What follows belongs to an exercise in optimizing a design on an open flow for small area and a short achievable clock period; a production flow would make more cautious choices.
The RTL was checked by simulation tests, not by an equivalence proof against the original design.
The clock input has no modelled driver; a real chip could not lean on it and would need a root buffer or a full tree.
No activity file was given, so power comes from the tool's default toggle rates.

==> flow/design.v <==
module image_buffer #(
    parameter IMAGE_WIDTH = 128
)(
    input  wire        clk,
    input  wire        reset,
    input  wire [7:0]  pixel_in,
    input  wire        pixel_valid,
    output wire [23:0] column,
    output wire        column_valid,   
    output wire        column_window   
);
    localparam N = 2 * IMAGE_WIDTH;
    reg  [7:0]     pix_r;
    reg            pix_v;
    reg  [8*N-1:0] chain;    
    reg  [6:0]     x_count;
    reg  [1:0]     y_count;  
    always @(posedge clk)
        pix_r <= pixel_in;
    always @(posedge clk or posedge reset) begin
        if (reset)
            pix_v <= 1'b0;
        else
            pix_v <= pixel_valid;
    end
    always @(posedge clk) begin
        if (pix_v)
            chain <= {chain[8*N-9:0], pix_r};
    end
    always @(posedge clk or posedge reset) begin
        if (reset) begin
            x_count <= 7'd0;
            y_count <= 2'd0;
        end else if (pix_v) begin
            x_count <= x_count + 7'd1;
            if (x_count == 7'd127 && !y_count[1])
                y_count <= y_count + 2'd1;
        end
    end
    assign column        = {pix_r, chain[8*(IMAGE_WIDTH-1) +: 8], chain[8*(N-1) +: 8]};
    assign column_valid  = pix_v;
    assign column_window = pix_v && y_count[1] && (x_count[6:1] != 6'd0);
endmodule
module sobel_core (
    input  wire        clk,
    input  wire        reset,
    input  wire [23:0] column,         
    input  wire        column_valid,
    input  wire        column_window,
    output reg  [7:0]  edge_magnitude,
    output reg         magnitude_valid
);
    wire [7:0] c = column[23:16];
    wire [7:0] b = column[15:8];
    wire [7:0] a = column[7:0];
    reg        [9:0] u1;
    reg signed [8:0] d1;
    reg              v1, w1;
    always @(posedge clk) begin
        u1 <= {2'b00, a} + {1'b0, b, 1'b0} + {2'b00, c};
        d1 <= $signed({1'b0, c}) - $signed({1'b0, a});
    end
    reg        [9:0]  uh0, uh1;
    reg signed [8:0]  dh0, dh1;
    reg signed [10:0] gx2, gy2;
    reg               w2;
    always @(posedge clk) begin
        if (v1) begin
            uh0 <= u1;  uh1 <= uh0;
            dh0 <= d1;  dh1 <= dh0;
        end
        gx2 <= $signed({1'b0, u1}) - $signed({1'b0, uh1});
        gy2 <= d1 + (dh0 <<< 1) + dh1;
    end
    wire        sx = gx2[10];
    wire        sy = gy2[10];
    wire [9:0]  ox = gx2[9:0] ^ {10{sx}};
    wire [9:0]  oy = gy2[9:0] ^ {10{sy}};
    wire [10:0] sum = {1'b0, ox} + {1'b0, oy} + {10'd0, sx} + {10'd0, sy};
    reg  [7:0]  s3;
    reg         big3;
    reg         w3;
    always @(posedge clk) begin
        s3   <= sum[7:0];
        big3 <= sum[10:8] != 3'd0;
    end
    always @(posedge clk)
        edge_magnitude <= s3 | {8{big3}};
    always @(posedge clk or posedge reset) begin
        if (reset) begin
            v1 <= 1'b0; w1 <= 1'b0; w2 <= 1'b0; w3 <= 1'b0;
        end else begin
            v1 <= column_valid;
            w1 <= column_window;
            w2 <= w1;
            w3 <= w2;
        end
    end
    always @(posedge clk)
        magnitude_valid <= w3;
endmodule
module edge_detection_top #(
    parameter IMAGE_WIDTH = 128
)(
    input  wire        clk,
    input  wire        reset,
    input  wire [7:0]  image_data,
    input  wire        data_valid,
    output wire [7:0]  edge_output,
    output wire        edge_valid
);
    wire [23:0] column;
    wire        column_valid, column_window;
    image_buffer #(
        .IMAGE_WIDTH(IMAGE_WIDTH)
    ) image_buffer_inst (
        .clk(clk),
        .reset(reset),
        .pixel_in(image_data),
        .pixel_valid(data_valid),
        .column(column),
        .column_valid(column_valid),
        .column_window(column_window)
    );
    sobel_core sobel_core_inst (
        .clk(clk),
        .reset(reset),
        .column(column),
        .column_valid(column_valid),
        .column_window(column_window),
        .edge_magnitude(edge_output),
        .magnitude_valid(edge_valid)
    );
endmodule
Settings: LEC_CHECK=0, CAP_MARGIN=35, CORE_MARGIN=2, CORE_UTILIZATION=65, CTS_CLUSTER_DIAMETER=100, CTS_CLUSTER_SIZE=30, SETUP_SLACK_MARGIN=5, SLEW_MARGIN=30; clock period 7.5 ns.
standard.sh (not shown) runs the stock make flow with config.mk's settings and CLKGATE_MAP_FILE= SYNTH_SCRIPT=/design/flow/synth_recipe.tcl, a recipe that flattens the netlist after the stock synthesis.
==> flow/flow/run.sh <==
#!/bin/bash
# The standard layout, with clock tree synthesis told not to add dummy
# load cells. Each tool's output goes to ORFS's own logs; make's output to
# make.log here.
set -euo pipefail
export CTS_ARGS="-sink_clustering_enable -repair_clock_nets -dont_use_dummy_load -sink_clustering_size 20 -sink_clustering_max_diameter 60 -buf_list {sky130_fd_sc_hd__clkbuf_8 sky130_fd_sc_hd__clkbuf_16} -root_buf sky130_fd_sc_hd__clkbuf_16 -tree_buf sky130_fd_sc_hd__clkbuf_16 -sink_clustering_buffer sky130_fd_sc_hd__clkbuf_8"
bash standard.sh > make.log 2>&1
Change:
==> flow/run.sh (new file) <==
#!/bin/bash
# synth_recipe.tcl (not shown) runs the flow's synth.tcl, then flattens the netlist and writes it again
# the make line also repeats each setting of config.mk as NAME=value (left out here)
make -C /OpenROAD-flow-scripts/flow DESIGN_CONFIG=/design/flow/config.mk WORK_HOME=/design/flow/orfs CLKGATE_MAP_FILE= SYNTH_SCRIPT=/design/flow/synth_recipe.tcl finish
CORE_UTILIZATION = 72   (was 65)
removed: flow/flow/run.sh
removed: flow/standard.sh
Count of clock-buffer cells in the layout went up by 7.
Global-route usage went up by 0.90 points.
Sequential power hardly moves.
Worst setup slack improved by 0.043 ns.
Combinational power went down by about 8%.
Maximum frequency went up by 1.6%.
Clock skew went down by 0.0087 ns.
Wire length went down by 2.7%.
Hold slack got worse by 0.0042 ns.
Non-clock buffer count went down by 10.
Clock power went up by 7.9%.
Change:
==> flow/flow/run.sh (new file) <==
#!/bin/bash
# The standard layout, with clock tree synthesis told not to add dummy
# load cells. Each tool's output goes to ORFS's own logs; make's output to
# make.log here.
set -euo pipefail
export CTS_ARGS="-sink_clustering_enable -repair_clock_nets -dont_use_dummy_load -sink_clustering_size 30 -sink_clustering_max_diameter 100"
bash standard.sh > make.log 2>&1
==> flow/standard.sh (new file) <==
#!/bin/bash
# synth_recipe.tcl (not shown) runs the flow's synth.tcl, then flattens the netlist and writes it again
# the make line also repeats each setting of config.mk as NAME=value (left out here)
make -C /OpenROAD-flow-scripts/flow DESIGN_CONFIG=/design/flow/config.mk WORK_HOME=/design/flow/orfs CLKGATE_MAP_FILE= SYNTH_SCRIPT=/design/flow/synth_recipe.tcl "${@:-finish}"
ABC_AREA = 1   (was default)
CORE_UTILIZATION = 65   (was 72)
removed: flow/run.sh
Result: Design area hardly moves. Synthesized cell count climbs by 4.1%. Worst setup slack gets worse by 0.0055 ns. Core utilization came out lower by 7.9 points. Count of clock-buffer cells in the layout shrinks by 57. First-iteration DRC count went up by 7.3%. Synthesized area came out higher by 0.37%. Critical path depth stays the same. Routed wire length rises by 2.4%. Total power decreases by 2.3%.
Change:
==> flow/run.sh (new file) <==
#!/bin/bash
# synth_recipe.tcl (not shown) runs the flow's synth.tcl, then flattens the netlist and writes it again
# the make line also repeats each setting of config.mk as NAME=value (left out here)
make -C /OpenROAD-flow-scripts/flow DESIGN_CONFIG=/design/flow/config.mk WORK_HOME=/design/flow/orfs CLKGATE_MAP_FILE= SYNTH_SCRIPT=/design/flow/synth_recipe.tcl finish
ABC_AREA = default   (was 1)
CORE_UTILIZATION = 80   (was 65)
CTS_CLUSTER_DIAMETER = 70   (was 100)
CTS_CLUSTER_SIZE = 36   (was 30)
removed: flow/flow/run.sh
removed: flow/standard.sh
The changed run aborted during detailed placement (3_5_place_dp) on DPL-0033.
Synthesized cell count goes down by 3.9%.
Area after synthesis goes down by 0.37%.

========
Setup of try-fjord:
Starts from the design.v that is shown in full above.
Settings: LEC_CHECK=0, CAP_MARGIN=35, CORE_MARGIN=2, CORE_UTILIZATION=65, CTS_CLUSTER_DIAMETER=100, CTS_CLUSTER_SIZE=30, SETUP_SLACK_MARGIN=5, SLEW_MARGIN=30; clock period 7.5 ns.
==> flow/flow/run.sh <==
#!/bin/bash
# The standard layout, with clock tree synthesis told not to add dummy
# load cells. Each tool's output goes to ORFS's own logs; make's output to
# make.log here.
set -euo pipefail
export CTS_ARGS="-sink_clustering_enable -repair_clock_nets -dont_use_dummy_load -sink_clustering_size 30 -sink_clustering_max_diameter 100"
bash standard.sh > make.log 2>&1
The inputs of try-juniper differ from those of try-fjord as listed below.
==> flow/run.sh (new file) <==
#!/bin/bash
# synth_recipe.tcl (not shown) runs the flow's synth.tcl, then flattens the netlist and writes it again
# the make line also repeats each setting of config.mk as NAME=value (left out here)
make -C /OpenROAD-flow-scripts/flow DESIGN_CONFIG=/design/flow/config.mk WORK_HOME=/design/flow/orfs CLKGATE_MAP_FILE= SYNTH_SCRIPT=/design/flow/synth_recipe.tcl finish
removed: flow/flow/run.sh
removed: flow/standard.sh
--- outcome ---
- try-juniper vs try-fjord — clock power climbed by a few percent
- Clock share of power: try-juniper vs try-fjord up 1.0 points
- met2 capacity usage during global routing in try-juniper is 0.35 points higher than in try-fjord
- From try-fjord to try-juniper the numbers moved as follows: sequential power share fell 1.0 points; total track usage flat.
Changes in try-pepper relative to try-juniper:
- CORE_UTILIZATION changed from 65 to 80
Notes after the runs:
What ended try-pepper was a tool error in detailed placement; the run never finished. | post-synthesis instance area | try-juniper vs try-pepper | ≈ equal |. Adder and majority cell fraction of the synthesized area essentially unchanged between try-juniper and try-pepper. Diff try-juniper -> try-pepper | placed wire-length estimate | up by more than a quarter. Re simple-gate area share of the yosys netlist: no difference whatsoever between try-juniper and try-pepper.

========
RTL: the design.v shown in full above, as it stands there.
clock: 7.5 ns
lec_check: 0
cap_margin: 35
core_margin: 2
core_utilization: 72
cts_cluster_diameter: 70
cts_cluster_size: 36
setup_slack_margin: 5
slew_margin: 30
run.sh (not shown) runs the stock make flow with config.mk's settings and CLKGATE_MAP_FILE= SYNTH_SCRIPT=/design/flow/synth_recipe.tcl, a recipe that flattens the netlist after the stock synthesis.
Stock flow here: none of the scripts above is used.
The first run ran to the end with no violations.
Rerun with:
==> flow/flow/run.sh (new file) <==
#!/bin/bash
# The standard layout, with clock tree synthesis told not to add dummy
# load cells. Each tool's output goes to ORFS's own logs; make's output to
# make.log here.
set -euo pipefail
export CTS_ARGS="-sink_clustering_enable -repair_clock_nets -dont_use_dummy_load -sink_clustering_size 36 -sink_clustering_max_diameter 80"
bash standard.sh > make.log 2>&1
==> flow/standard.sh (new file) <==
#!/bin/bash
# synth_recipe.tcl (not shown) runs the flow's synth.tcl, then flattens the netlist and writes it again
# the make line also repeats each setting of config.mk as NAME=value (left out here)
make -C /OpenROAD-flow-scripts/flow DESIGN_CONFIG=/design/flow/config.mk WORK_HOME=/design/flow/orfs CLKGATE_MAP_FILE= SYNTH_SCRIPT=/design/flow/synth_recipe.tcl "${@:-finish}"
Settings changed: CORE_UTILIZATION 72 to 65, CTS_CLUSTER_DIAMETER 70 to 100, CTS_CLUSTER_SIZE 36 to 30.
removed: flow/run.sh
- non-clock buffer count went down by 3
- global-route usage went down by 1.6 points
- hold slack improved by 5.1 ps
- setup slack improved by 22 ps
- die area went up by roughly a tenth
- sequential cell count is unchanged
- total power went down by a few percent

========
edge_detection_top, a different RTL version from the one above (not shown whole).
Size in the first run: about 2500 cells after synthesis, about 2200 flip-flops, roughly 20 I/O pins, ~0.067 sq mm of cells after synthesis.
==> flow/config.mk <==
export PLATFORM = sky130hd
export DESIGN_NAME = edge_detection_top
export DESIGN_NICKNAME = edge_detection_top
export VERILOG_FILES = /design/flow/design.v
export SDC_FILE = /design/flow/constraint.sdc
export NUM_CORES = 4
export LEC_CHECK = 0
export CAP_MARGIN = 35
export CORE_MARGIN = 2
export CORE_UTILIZATION = 70
export CTS_CLUSTER_DIAMETER = 100
export CTS_CLUSTER_SIZE = 30
export SETUP_SLACK_MARGIN = 5
export SLEW_MARGIN = 30
==> flow/constraint.sdc <==
create_clock -name core_clock -period 7.5 [get_ports {clk}]
set_input_delay 1.5000 -clock core_clock [delete_from_list [all_inputs] [get_ports {clk}]]
set_output_delay 1.5000 -clock core_clock [all_outputs]
set_load 0.01 [all_outputs]
standard.sh (not shown) runs the stock make flow with config.mk's settings and CLKGATE_MAP_FILE= SYNTH_SCRIPT=/design/flow/synth_recipe.tcl, a recipe that flattens the netlist after the stock synthesis.
==> flow/flow/run.sh <==
#!/bin/bash
# The standard layout, except for the clock tree: CTS builds the leaf
# clusters without dummy loads, then flow/post_cts.tcl drives the leaf buffers
# from four buf_16 root buffers on the clock port, and makes the leaves buf_12 (two buffer levels instead of
# three). Ports are buffered with buf_2. make's output goes to make.log here; each ORFS step keeps its own
# log under orfs/logs.
set -euo pipefail
HERE=$(cd "$(dirname "${BASH_SOURCE[0]}")" && pwd)
export CTS_ARGS="-sink_clustering_enable -repair_clock_nets -dont_use_dummy_load -sink_clustering_size 30 -sink_clustering_max_diameter 80"
export BUFFER_PORTS_ARGS="-buffer_cell sky130_fd_sc_hd__buf_2"
export POST_CTS_TCL="$HERE/post_cts.tcl"
bash standard.sh > make.log 2>&1
==> flow/flow/post_cts.tcl <==
# Run by ORFS's CTS step after its clock tree and timing repair (POST_CTS_TCL):
# replace the tree above the leaf buffers with four root buffers fed by the
# clock port, make the leaf buffers buf_12, then legalise.
source [file join [file dirname [info script]] retree.tcl]
retree 4 sky130_fd_sc_hd__buf_16
swap_leaves sky130_fd_sc_hd__buf_12
detailed_placement
check_placement -verbose
estimate_parasitics -placement
report_clock_latency
==> flow/flow/retree.tcl <==
# Rebuild the clock tree above the leaf buffers: the clock port drives
# nroot buffers of type rootcell, each driving an equal share of the leaf
# buffers, split by position.
proc retree { nroot rootcell } {
  set block [ord::get_db_block]
  set clkport [$block findBTerm clk]
  set clknet [$clkport getNet]
  # walk the tree: buffers whose output net has a flip-flop clock pin are leaves
  set leaves {}
  set upper {}
  set todo [list $clknet]
  while {[llength $todo]} {
    set net [lindex $todo 0]; set todo [lrange $todo 1 end]
    foreach it [$net getITerms] {
      if {![$it isInputSignal]} continue
      set inst [$it getInst]
      set m [[$inst getMaster] getName]
      if {[string match "*clkbuf*" $m] || [string match "*clkinv*" $m]} {
        if {[string match "*clkinv*" $m]} { error "inverter in clock tree" }
        set out [[$inst findITerm X] getNet]
        set isleaf 0
        foreach it2 [$out getITerms] {
          if {[$it2 isInputSignal] && [[$it2 getMTerm] getName] eq "CLK"} { set isleaf 1 }
        }
        if {$isleaf} { lappend leaves $inst } else { lappend upper $inst; lappend todo $out }
      } elseif {[[$it getMTerm] getName] ne "CLK"} {
        error "clock net drives [$inst getName]/[[$it getMTerm] getName]"
      }
    }
  }
  puts "retree: [llength $leaves] leaves, [llength $upper] upper buffers"
  # remove the upper buffers and their output nets
  foreach inst $upper {
    set out [[$inst findITerm X] getNet]
    foreach it [$out getITerms] { $it disconnect }
    odb::dbNet_destroy $out
    foreach it [$inst getITerms] { $it disconnect }
    odb::dbInst_destroy $inst
  }
  # split the leaves into nroot (1, 2 or 4) groups of equal size: halves by x,
  # then each half into halves by y
  set pts {}
  set i 0
  foreach l $leaves {
    set b [$l getBBox]
    lappend pts [list $i [expr {([$b xMin]+[$b xMax])/2.0}] [expr {([$b yMin]+[$b yMax])/2.0}]]
    incr i
  }
  set groups [list $pts]
  set axis 1
  while {[llength $groups] < $nroot} {
    set next {}
    foreach g $groups {
      set g [lsort -real -index $axis $g]
      set h [expr {[llength $g] / 2}]
      lappend next [lrange $g 0 [expr {$h - 1}]] [lrange $g $h end]
    }
    set groups $next
    set axis [expr {3 - $axis}]
  }
  set asg [lrepeat [llength $leaves] 0]
  set cs {}
  set k 0
  foreach g $groups {
    set sx 0; set sy 0
    foreach p $g { lset asg [lindex $p 0] $k; set sx [expr {$sx + [lindex $p 1]}]; set sy [expr {$sy + [lindex $p 2]}] }
    lappend cs [list [expr {$sx / [llength $g]}] [expr {$sy / [llength $g]}]]
    incr k
  }
  set master [[ord::get_db] findMaster $rootcell]
  for {set k 0} {$k < $nroot} {incr k} {
    set inst [odb::dbInst_create $block $master "clkroot_$k"]
    set net [odb::dbNet_create $block "clknet_root_$k"]
    $net setSigType CLOCK
    [$inst findITerm A] connect $clknet
    [$inst findITerm X] connect $net
    set c [lindex $cs $k]
    $inst setLocation [expr {int([lindex $c 0])}] [expr {int([lindex $c 1])}]
    $inst setPlacementStatus PLACED
    set cnt 0
    foreach l $leaves a $asg { if {$a == $k} { [$l findITerm A] disconnect; [$l findITerm A] connect $net; incr cnt } }
    puts "retree: root $k at [lindex $c 0] [lindex $c 1] drives $cnt leaves"
  }
}
# Give every leaf buffer of the tree the cell type cell.
proc swap_leaves { cell } {
  set master [[ord::get_db] findMaster $cell]
  foreach inst [[ord::get_db_block] getInsts] {
    if {[string match "clkbuf_leaf_*" [$inst getName]]} { $inst swapMaster $master }
  }
}
Change:
--- a/flow/flow/post_cts.tcl
+++ b/flow/flow/post_cts.tcl
@@ -3 +3,3 @@
-# clock port, make the leaf buffers buf_12, then legalise.
+# clock port, make the leaf buffers buf_12, legalise, then repair setup timing
+# once more against the new clock tree, aiming 0.25 ns beyond the standard
+# margin.
@@ -10,0 +13,5 @@
+set ::env(SETUP_SLACK_MARGIN) [expr {$::env(SETUP_SLACK_MARGIN) + 0.25}]
+repair_timing_helper -setup
+set ::env(SETUP_SLACK_MARGIN) [expr {$::env(SETUP_SLACK_MARGIN) - 0.25}]
+detailed_placement
+check_placement -verbose
Settings changed: CORE_UTILIZATION 70 to 65.
Result: Die area increases by a little under a tenth; wire length decreases slightly; final cell count increases by a few percent; first-iteration DRC count decreases slightly; via count stays flat; setup slack is better by 0.014 ns; utilization decreases by 5.4 points; global-route usage decreases by 1.2 points; cell area increases slightly; flip-flop and latch count is unchanged.
Change:
==> flow/flow/post_cts.tcl (replaced) <==
# Run by ORFS's CTS step after its clock tree and timing repair (POST_CTS_TCL):
# replace the tree above the leaf buffers with four root buffers fed by the
# clock port, make the leaf buffers buf_12, then legalise.
source [file join [file dirname [info script]] retree.tcl]
retree 4 sky130_fd_sc_hd__buf_16
swap_leaves sky130_fd_sc_hd__buf_12
detailed_placement
check_placement -verbose
estimate_parasitics -placement
report_clock_latency
The new run produced a clean layout. Cell count hardly moves. Design area stays flat. Maximum frequency is about the same. Via count stays flat. Global-route usage went down by 0.11 points. Total power barely changes.
Change:
--- a/flow/flow/run.sh
+++ b/flow/flow/run.sh
@@ -9 +9 @@
-export CTS_ARGS="-sink_clustering_enable -repair_clock_nets -dont_use_dummy_load -sink_clustering_size 30 -sink_clustering_max_diameter 80"
+export CTS_ARGS="-sink_clustering_enable -repair_clock_nets -dont_use_dummy_load -sink_clustering_size 33 -sink_clustering_max_diameter 80"
--- a/flow/flow/retree.tcl
+++ b/flow/flow/retree.tcl
@@ -2,2 +2 @@
-# nroot buffers of type rootcell, each driving an equal share of the leaf
-# buffers, split by position.
+# nroot buffers of type rootcell, each driving the leaf buffers nearest to it.
@@ -40,2 +39 @@
-  # split the leaves into nroot (1, 2 or 4) groups of equal size: halves by x,
-  # then each half into halves by y
+  # k-means of the leaves into nroot groups
@@ -43,14 +41,16 @@
-  set i 0
-  foreach l $leaves {
-    set b [$l getBBox]
-    lappend pts [list $i [expr {([$b xMin]+[$b xMax])/2.0}] [expr {([$b yMin]+[$b yMax])/2.0}]]
-    incr i
-  }
-  set groups [list $pts]
-  set axis 1
-  while {[llength $groups] < $nroot} {
-    set next {}
-    foreach g $groups {
-      set g [lsort -real -index $axis $g]
-      set h [expr {[llength $g] / 2}]
-      lappend next [lrange $g 0 [expr {$h - 1}]] [lrange $g $h end]
+  foreach l $leaves { set b [$l getBBox]; lappend pts [list [expr {([$b xMin]+[$b xMax])/2.0}] [expr {([$b yMin]+[$b yMax])/2.0}]] }
+  set n [llength $pts]
+  # seed along x order
+  set sorted [lsort -real -index 0 $pts]
+  set cs {}
+  for {set k 0} {$k < $nroot} {incr k} { lappend cs [lindex $sorted [expr {int(($k + 0.5) * $n / $nroot)}]] }
+  for {set iter 0} {$iter < 50} {incr iter} {
+    set asg {}
+    foreach p $pts {
+      set best 0; set bd 1e30
+      for {set k 0} {$k < $nroot} {incr k} {
+        set c [lindex $cs $k]
+        set d [expr {abs([lindex $p 0]-[lindex $c 0]) + abs([lindex $p 1]-[lindex $c 1])}]
+        if {$d < $bd} { set bd $d; set best $k }
+      }
+      lappend asg $best
@@ -58,11 +58,7 @@
-    set groups $next
-    set axis [expr {3 - $axis}]
-  }
-  set asg [lrepeat [llength $leaves] 0]
-  set cs {}
-  set k 0
-  foreach g $groups {
-    set sx 0; set sy 0
-    foreach p $g { lset asg [lindex $p 0] $k; set sx [expr {$sx + [lindex $p 1]}]; set sy [expr {$sy + [lindex $p 2]}] }
-    lappend cs [list [expr {$sx / [llength $g]}] [expr {$sy / [llength $g]}]]
-    incr k
+    set ncs {}
+    for {set k 0} {$k < $nroot} {incr k} {
+      set sx 0; set sy 0; set cnt 0
+      foreach p $pts a $asg { if {$a == $k} { set sx [expr {$sx + [lindex $p 0]}]; set sy [expr {$sy + [lindex $p 1]}]; incr cnt } }
+      if {$cnt} { lappend ncs [list [expr {$sx/$cnt}] [expr {$sy/$cnt}]] } else { lappend ncs [lindex $cs $k] }
+    }
+    set cs $ncs
The changed run finished with timing, DRC and antenna clean. Total power came out lower slightly. First-iteration DRC count came out lower by a little under a tenth. Fmax came out higher slightly. Routed wire length came out lower slightly. Die area stays the same. Clock power came out lower by a few percent. Setup slack gains 0.011 ns. Cell count is about the same. Global-route usage hardly moves. Synthesized area is unchanged.

-- separate check: timing with driven ports --
In the flow no input, the clock included, has a driving cell. The finished layouts below were timed again as built, in two steps. Step 1, drivers: a clkbuf_16 drives clk and a buf_2 each remaining input, both assumed. Step 2 times the ports against the registers' clock, not the clock port: input delays grow and output delays shrink by t, the midpoint of the rising clock arrivals with the driver on. Three values: ideal ports, drivers, drivers and shift; two values: the first two.
run	shift t [ns]	setup WS [ns]	clock arrival spread, ns
the first run of note 1	0.766	4.847 / 4.780 / 4.983	0.037 / 0.037
the second run of note 1	0.725	4.890 / 4.825 / 4.946	0.026 / 0.026
the third run of note 1	0.717	4.884 / 4.815 / 5.115	0.065 / 0.065
try-fjord	0.709	4.890 / 4.822 / 4.994	0.065 / 0.065
try-juniper	0.728	4.884 / 4.818 / 4.990	0.035 / 0.036
the first run of note 3	0.740	4.874 / 4.809 / 4.974	0.039 / 0.039
the second run of note 3	0.720	4.896 / 4.830 / 4.925	0.061 / 0.062
the first run of note 4	0.629	5.043 / 4.883 / 5.072	0.048 / 0.048
the second run of note 4	0.631	5.057 / 4.892 / 5.152	0.052 / 0.051
the third run of note 4	0.631	5.057 / 4.891 / 5.115	0.052 / 0.051
the fourth run of note 4	0.621	5.068 / 4.912 / 5.100	0.052 / 0.051
After both steps every run listed still meets setup and hold. Setup slack includes reset recovery checks.
